This design comes from an exercise in tuning for small area, a short achievable clock period and few clock cycles on the open sky130 flow, not from production work. The RTL was checked by simulation tests, not by an equivalence proof against the original design. Power figures rest on the tool's default switching activity, not on a simulated workload.

## oak
## cpu_cache
module cpu_cache (
	input clk,
	input reset_n,
	output readM1,
	output [15:0] address1,
	input [15:0] instData00,
	input [15:0] instData01,
	input [15:0] instData10,
	input [15:0] instData11,
	input [1:0] instReady,
	output readM2,
	output writeM2,
	output [15:0] address2,
	input [15:0] memData00,
	input [15:0] memData01,
	input [15:0] memData10,
	input [15:0] memData11,
	input [1:0] memReadReady,
	input [1:0] memWriteReady,
	output [15:0] evicted2_address,
	output [15:0] evicted2_00,
	output [15:0] evicted2_01,
	output [15:0] evicted2_10,
	output [15:0] evicted2_11,
	output reg [15:0] num_inst,
	output reg [15:0] output_port,
	output reg is_halted
);
Settings: LEC_CHECK=0, CAP_MARGIN=20, CORE_MARGIN=2, CORE_UTILIZATION=40, SLEW_MARGIN=20; clock period 11.0 ns.
standard.sh (not shown) runs the stock make flow with config.mk's settings and CLKGATE_MAP_FILE= SYNTH_SCRIPT=/design/flow/synth_recipe.tcl, a recipe that flattens the netlist after the stock synthesis.
==> flow/flow/run.sh <==
#!/bin/bash
# The standard layout (standard.sh), with three changes to how it is made:
#  - ports are buffered with sky130_fd_sc_hd__buf_1 instead of the delay buffer
#    that buffer_ports picks by default,
#  - timing repair aims for 7 ns of setup slack (the SDC is unchanged),
#  - the clock tree clusters up to 25 sinks within 80 um,
#  - the core is sized for 50% utilization.
# The make output goes to flow.log in this folder; ORFS keeps each step's log
# under orfs/logs.
set -euo pipefail
bash standard.sh \
  "BUFFER_PORTS_ARGS=-buffer_cell sky130_fd_sc_hd__buf_1" \
  SETUP_SLACK_MARGIN=7 \
  CTS_CLUSTER_SIZE=25 \
  CORE_UTILIZATION=50 \
  CTS_CLUSTER_DIAMETER=80 \
  finish > flow.log 2>&1
Testbench counts of oak, summed over its fixed seeds: cycles 243,786.
Input changes introduced in pine (baseline for comparison: oak):
--- a/flow/flow/run.sh
+++ b/flow/flow/run.sh
@@ -5,3 +5,2 @@
-#  - timing repair aims for 7 ns of setup slack (the SDC is unchanged),
-#  - the clock tree clusters up to 25 sinks within 80 um,
-#  - the core is sized for 50% utilization.
+#  - timing repair aims for 6.5 ns of setup slack (the SDC is unchanged),
+#  - the clock tree clusters up to 25 sinks within 80 um.
@@ -13 +12 @@
-  SETUP_SLACK_MARGIN=7 \
+  SETUP_SLACK_MARGIN=6.5 \
@@ -15 +13,0 @@
-  CORE_UTILIZATION=50 \
[summary]
- Relative to oak, total leakage power decreased by about 7% in pine.
- Relative to oak, power consumption has gone down in pine.
- Clock skew: lower on pine
- oak → pine: non-clock buffer count now smaller; layout overhead on the synthesized area now sits lower; time the final worst path needs with I/O delays and setup picked up an extra 91 ps; average wire per cell in the routed design decreased by 0.90% relative to the old numbers.
- After detailed routing, oak needs less wire than pine.
- Against oak, setup slack in pine came out worse.
- Between pine and oak, the relative contribution of combinational cells to total power figures differ only marginally.
- On pine: instance count on the critical path is 1 lower than what oak gave.
diff inputs: pine => birch
--- a/flow/flow/run.sh
+++ b/flow/flow/run.sh
@@ -5 +5 @@
-#  - timing repair aims for 6.5 ns of setup slack (the SDC is unchanged),
+#  - timing repair aims for 7.25 ns of setup slack (the SDC is unchanged),
@@ -12 +12 @@
-  SETUP_SLACK_MARGIN=6.5 \
+  SETUP_SLACK_MARGIN=7.25 \
--- outcome ---
- Going from pine to birch, cell area has increased; fmax has increased; routing usage on met2 has increased.
Relative to birch, the following input files were edited for maple:
--- a/flow/flow/run.sh
+++ b/flow/flow/run.sh
@@ -5 +5 @@
-#  - timing repair aims for 7.25 ns of setup slack (the SDC is unchanged),
+#  - timing repair aims for 7.5 ns of setup slack (the SDC is unchanged),
@@ -12 +12 @@
-  SETUP_SLACK_MARGIN=7.25 \
+  SETUP_SLACK_MARGIN=7.5 \
[compare] base=birch new=maple: count of vias placed by the detailed router increased 795; sequential share of layout area fell 1.5 points. Wire length after detailed routing for maple: 4.6% up relative to birch.
### maple -> cedar
--- a/flow/flow/run.sh
+++ b/flow/flow/run.sh
@@ -5 +5 @@
-#  - timing repair aims for 7.5 ns of setup slack (the SDC is unchanged),
+#  - timing repair aims for 7 ns of setup slack (the SDC is unchanged),
@@ -12 +12 @@
-  SETUP_SLACK_MARGIN=7.5 \
+  SETUP_SLACK_MARGIN=7 \
==> summary.txt <==
maple ended with every stage complete and zero timing, DRC or antenna violations. cedar closes out successfully: all stages finished, all timing, DRC and antenna checks passed. cedar vs. maple: number of vias after detailed routing lower; wire length reported by the detailed router lower. cedar reports a lower proportion of power drawn by the clock network than maple does.

== build 41 ==
cpu_cache again, from the RTL that the note above started with.
export LEC_CHECK = 0
export CAP_MARGIN = 20
export CORE_MARGIN = 2
export CORE_UTILIZATION = 40
export SLEW_MARGIN = 20
create_clock -name core_clock -period 11.0 [get_ports {clk}]
==> flow/flow/run.sh <==
#!/bin/bash
# The standard layout (standard.sh), with three changes to how it is made:
#  - ports are buffered with sky130_fd_sc_hd__buf_1 instead of the delay buffer
#    that buffer_ports picks by default,
#  - timing repair aims for 7 ns of setup slack (the SDC is unchanged),
#  - the clock tree clusters up to 25 sinks within 80 um,
#  - timing repair works on the worst 30% of the failing endpoints.
# The make output goes to flow.log in this folder; ORFS keeps each step's log
# under orfs/logs.
set -euo pipefail
bash standard.sh \
  "BUFFER_PORTS_ARGS=-buffer_cell sky130_fd_sc_hd__buf_1" \
  SETUP_SLACK_MARGIN=7 \
  CTS_CLUSTER_SIZE=25 \
  TNS_END_PERCENT=30 \
  CTS_CLUSTER_DIAMETER=80 \
  finish > flow.log 2>&1
Build 41 went all the way through the flow, and no timing, DRC or antenna check failed.
Testbench counts of build 41, summed over its fixed seeds: cycles 243,786.
Setup changes, build 41 to build 73
==> flow/flow/run.sh <==
#!/bin/bash
# The standard layout (standard.sh), with three changes to how it is made:
#  - ports are buffered with sky130_fd_sc_hd__buf_1 instead of the delay buffer
#    that buffer_ports picks by default,
#  - timing repair aims for 7 ns of setup slack (the SDC is unchanged),
#  - the clock tree clusters up to 25 sinks within 70 um.
# The make output goes to flow.log in this folder; ORFS keeps each step's log
# under orfs/logs.
set -euo pipefail
bash standard.sh \
  "BUFFER_PORTS_ARGS=-buffer_cell sky130_fd_sc_hd__buf_1" \
  SETUP_SLACK_MARGIN=7 \
  CTS_CLUSTER_SIZE=25 \
  CTS_CLUSTER_DIAMETER=70 \
  finish > flow.log 2>&1
Notes after the runs:
- Between build 73 and build 41, it is build 73 whose area overhead of the layout relative to synthesis is lower, by 0.23 points.
- The lower HPWL after detailed placement of build 73 and build 41 is in build 41.
- Build 73 vs build 41 — count of clock buffers in the final design climbed by more than a quarter
- Build 73 vs. build 41: share of the cycle needed by the critical path after routing saw a decrease, least setup slack across all paths after layout now larger, filler-free cell count of the finished design dropped about 0.65%, met1 routed wirelength after detailed routing fell about 2.5%.

Setup of before:
cpu_cache, a different RTL version from the one above (not shown whole).
Size in the first run: about 2,700 cells after synthesis, about 410 flip-flops, roughly 280 I/O pins.
==> flow/config.mk <==
export PLATFORM = sky130hd
export DESIGN_NAME = cpu_cache
export DESIGN_NICKNAME = cpu_cache
export VERILOG_FILES = /design/flow/design.v
export SDC_FILE = /design/flow/constraint.sdc
export NUM_CORES = 8
export LEC_CHECK = 0
export CAP_MARGIN = 20
export CORE_MARGIN = 2
export CORE_UTILIZATION = 40
export SLEW_MARGIN = 20
==> flow/constraint.sdc <==
create_clock -name core_clock -period 11.0 [get_ports {clk}]
set_input_delay 2.2000 -clock core_clock [delete_from_list [all_inputs] [get_ports {clk}]]
set_output_delay 2.2000 -clock core_clock [all_outputs]
set_load 0.01 [all_outputs]
==> flow/flow/run.sh <==
#!/bin/bash
# The standard layout (standard.sh), with three changes to how it is made:
#  - ports are buffered with sky130_fd_sc_hd__buf_1 instead of the delay buffer
#    that buffer_ports picks by default,
#  - timing repair aims for 6.8 ns of setup slack (the SDC is unchanged),
#  - the clock tree clusters up to 25 sinks within 70 um.
# The make output goes to flow.log in this folder; ORFS keeps each step's log
# under orfs/logs.
set -euo pipefail
bash standard.sh \
  "BUFFER_PORTS_ARGS=-buffer_cell sky130_fd_sc_hd__buf_1" \
  SETUP_SLACK_MARGIN=6.8 \
  CTS_CLUSTER_SIZE=25 \
  CTS_CLUSTER_DIAMETER=70 \
  finish > flow.log 2>&1
before: PASS, flow complete, no timing, DRC or antenna violations
Testbench counts of before, summed over its fixed seeds: cycles 243,786.
Input-level comparison between after and before:
==> flow/flow/run.sh <==
#!/bin/bash
# The standard layout (standard.sh), with four changes to how it is made:
#  - ports are buffered with sky130_fd_sc_hd__buf_1 instead of the delay buffer
#    that buffer_ports picks by default,
#  - timing repair aims for 6.8 ns of setup slack (the SDC is unchanged),
#  - the clock tree clusters up to 25 sinks within 70 um,
#  - repair_design aims 5% (not 20%) below the library's max-slew limits.
# The make output goes to flow.log in this folder; ORFS keeps each step's log
# under orfs/logs.
set -euo pipefail
bash standard.sh \
  "BUFFER_PORTS_ARGS=-buffer_cell sky130_fd_sc_hd__buf_1" \
  SETUP_SLACK_MARGIN=6.8 \
  CTS_CLUSTER_SIZE=25 \
  CTS_CLUSTER_DIAMETER=70 \
  SLEW_MARGIN=5 \
  finish > flow.log 2>&1
Results
after vs. before: routed length on met2 -about 0.4%; net switching power of the design +about 3.7%; maximum vdd drop -about 0.4%; final worst hold slack -5.2 ps; global router's overall resource usage ~0 delta. Going from before to after, ratio of cells with drive above 1 in the final layout grows by 0.61 points. Per the comparison of after with before, non-filler instance count after layout ~0 delta, clock period minus final worst setup slack decreased 34 ps. On wire length reported by the detailed router, before and after are basically level. after: post-cts repair resize count is about 9% higher than what before reported. before ended up with ra[0]$_SDFFE_PN0N_ as its launch point of the critical path; after ended up with mem_res[0]$_DFFE_PP_.

## afterwards: timing with drivers on the ports
The flow's constraints put no driver on any port. The routed layouts listed below were extracted and timed again, unchanged, in two steps. Step 1 (the two cells are an assumption about what drives the block):
set clk [get_ports {clk}]
set_driving_cell -lib_cell sky130_fd_sc_hd__clkbuf_16 $clk
set_driving_cell -lib_cell sky130_fd_sc_hd__buf_2 [delete_from_list [all_inputs] $clk]
Step 2, shift: input delay + t, output delay - t, t = (earliest + latest rising clock arrival at the registers) / 2. This alone moves slack from input paths to output paths. a / b / c = no drivers / after step 1 / after step 2; a / b = the first two.
run	t (ns)	setup WS [ns]	clock arrival spread, ns	pins driven straight from the clock port
oak	0.675	6.686 / 6.686 / 6.190	0.029 / 0.029	1
pine	0.672	6.595 / 6.595 / 5.951	0.038 / 0.038	1
birch	0.693	6.836 / 6.836 / 6.369	0.043 / 0.042	1
maple	0.696	6.835 / 6.835 / 6.182	0.030 / 0.031	1
cedar	0.679	6.808 / 6.808 / 6.163	0.037 / 0.037	1
build 41	0.684	6.789 / 6.815 / 6.131	0.043 / 0.044	1
build 73	0.647	6.875 / 6.875 / 6.269	0.041 / 0.041	1
before	0.683	6.769 / 6.769 / 6.293	0.029 / 0.029	1
after	0.645	6.803 / 6.803 / 6.360	0.053 / 0.053	1
After both steps setup and hold are still met in every run listed. For build 41, which loses most, drivers alone change the setup slack by +0.026 ns; drivers and shift together by -0.658 ns.
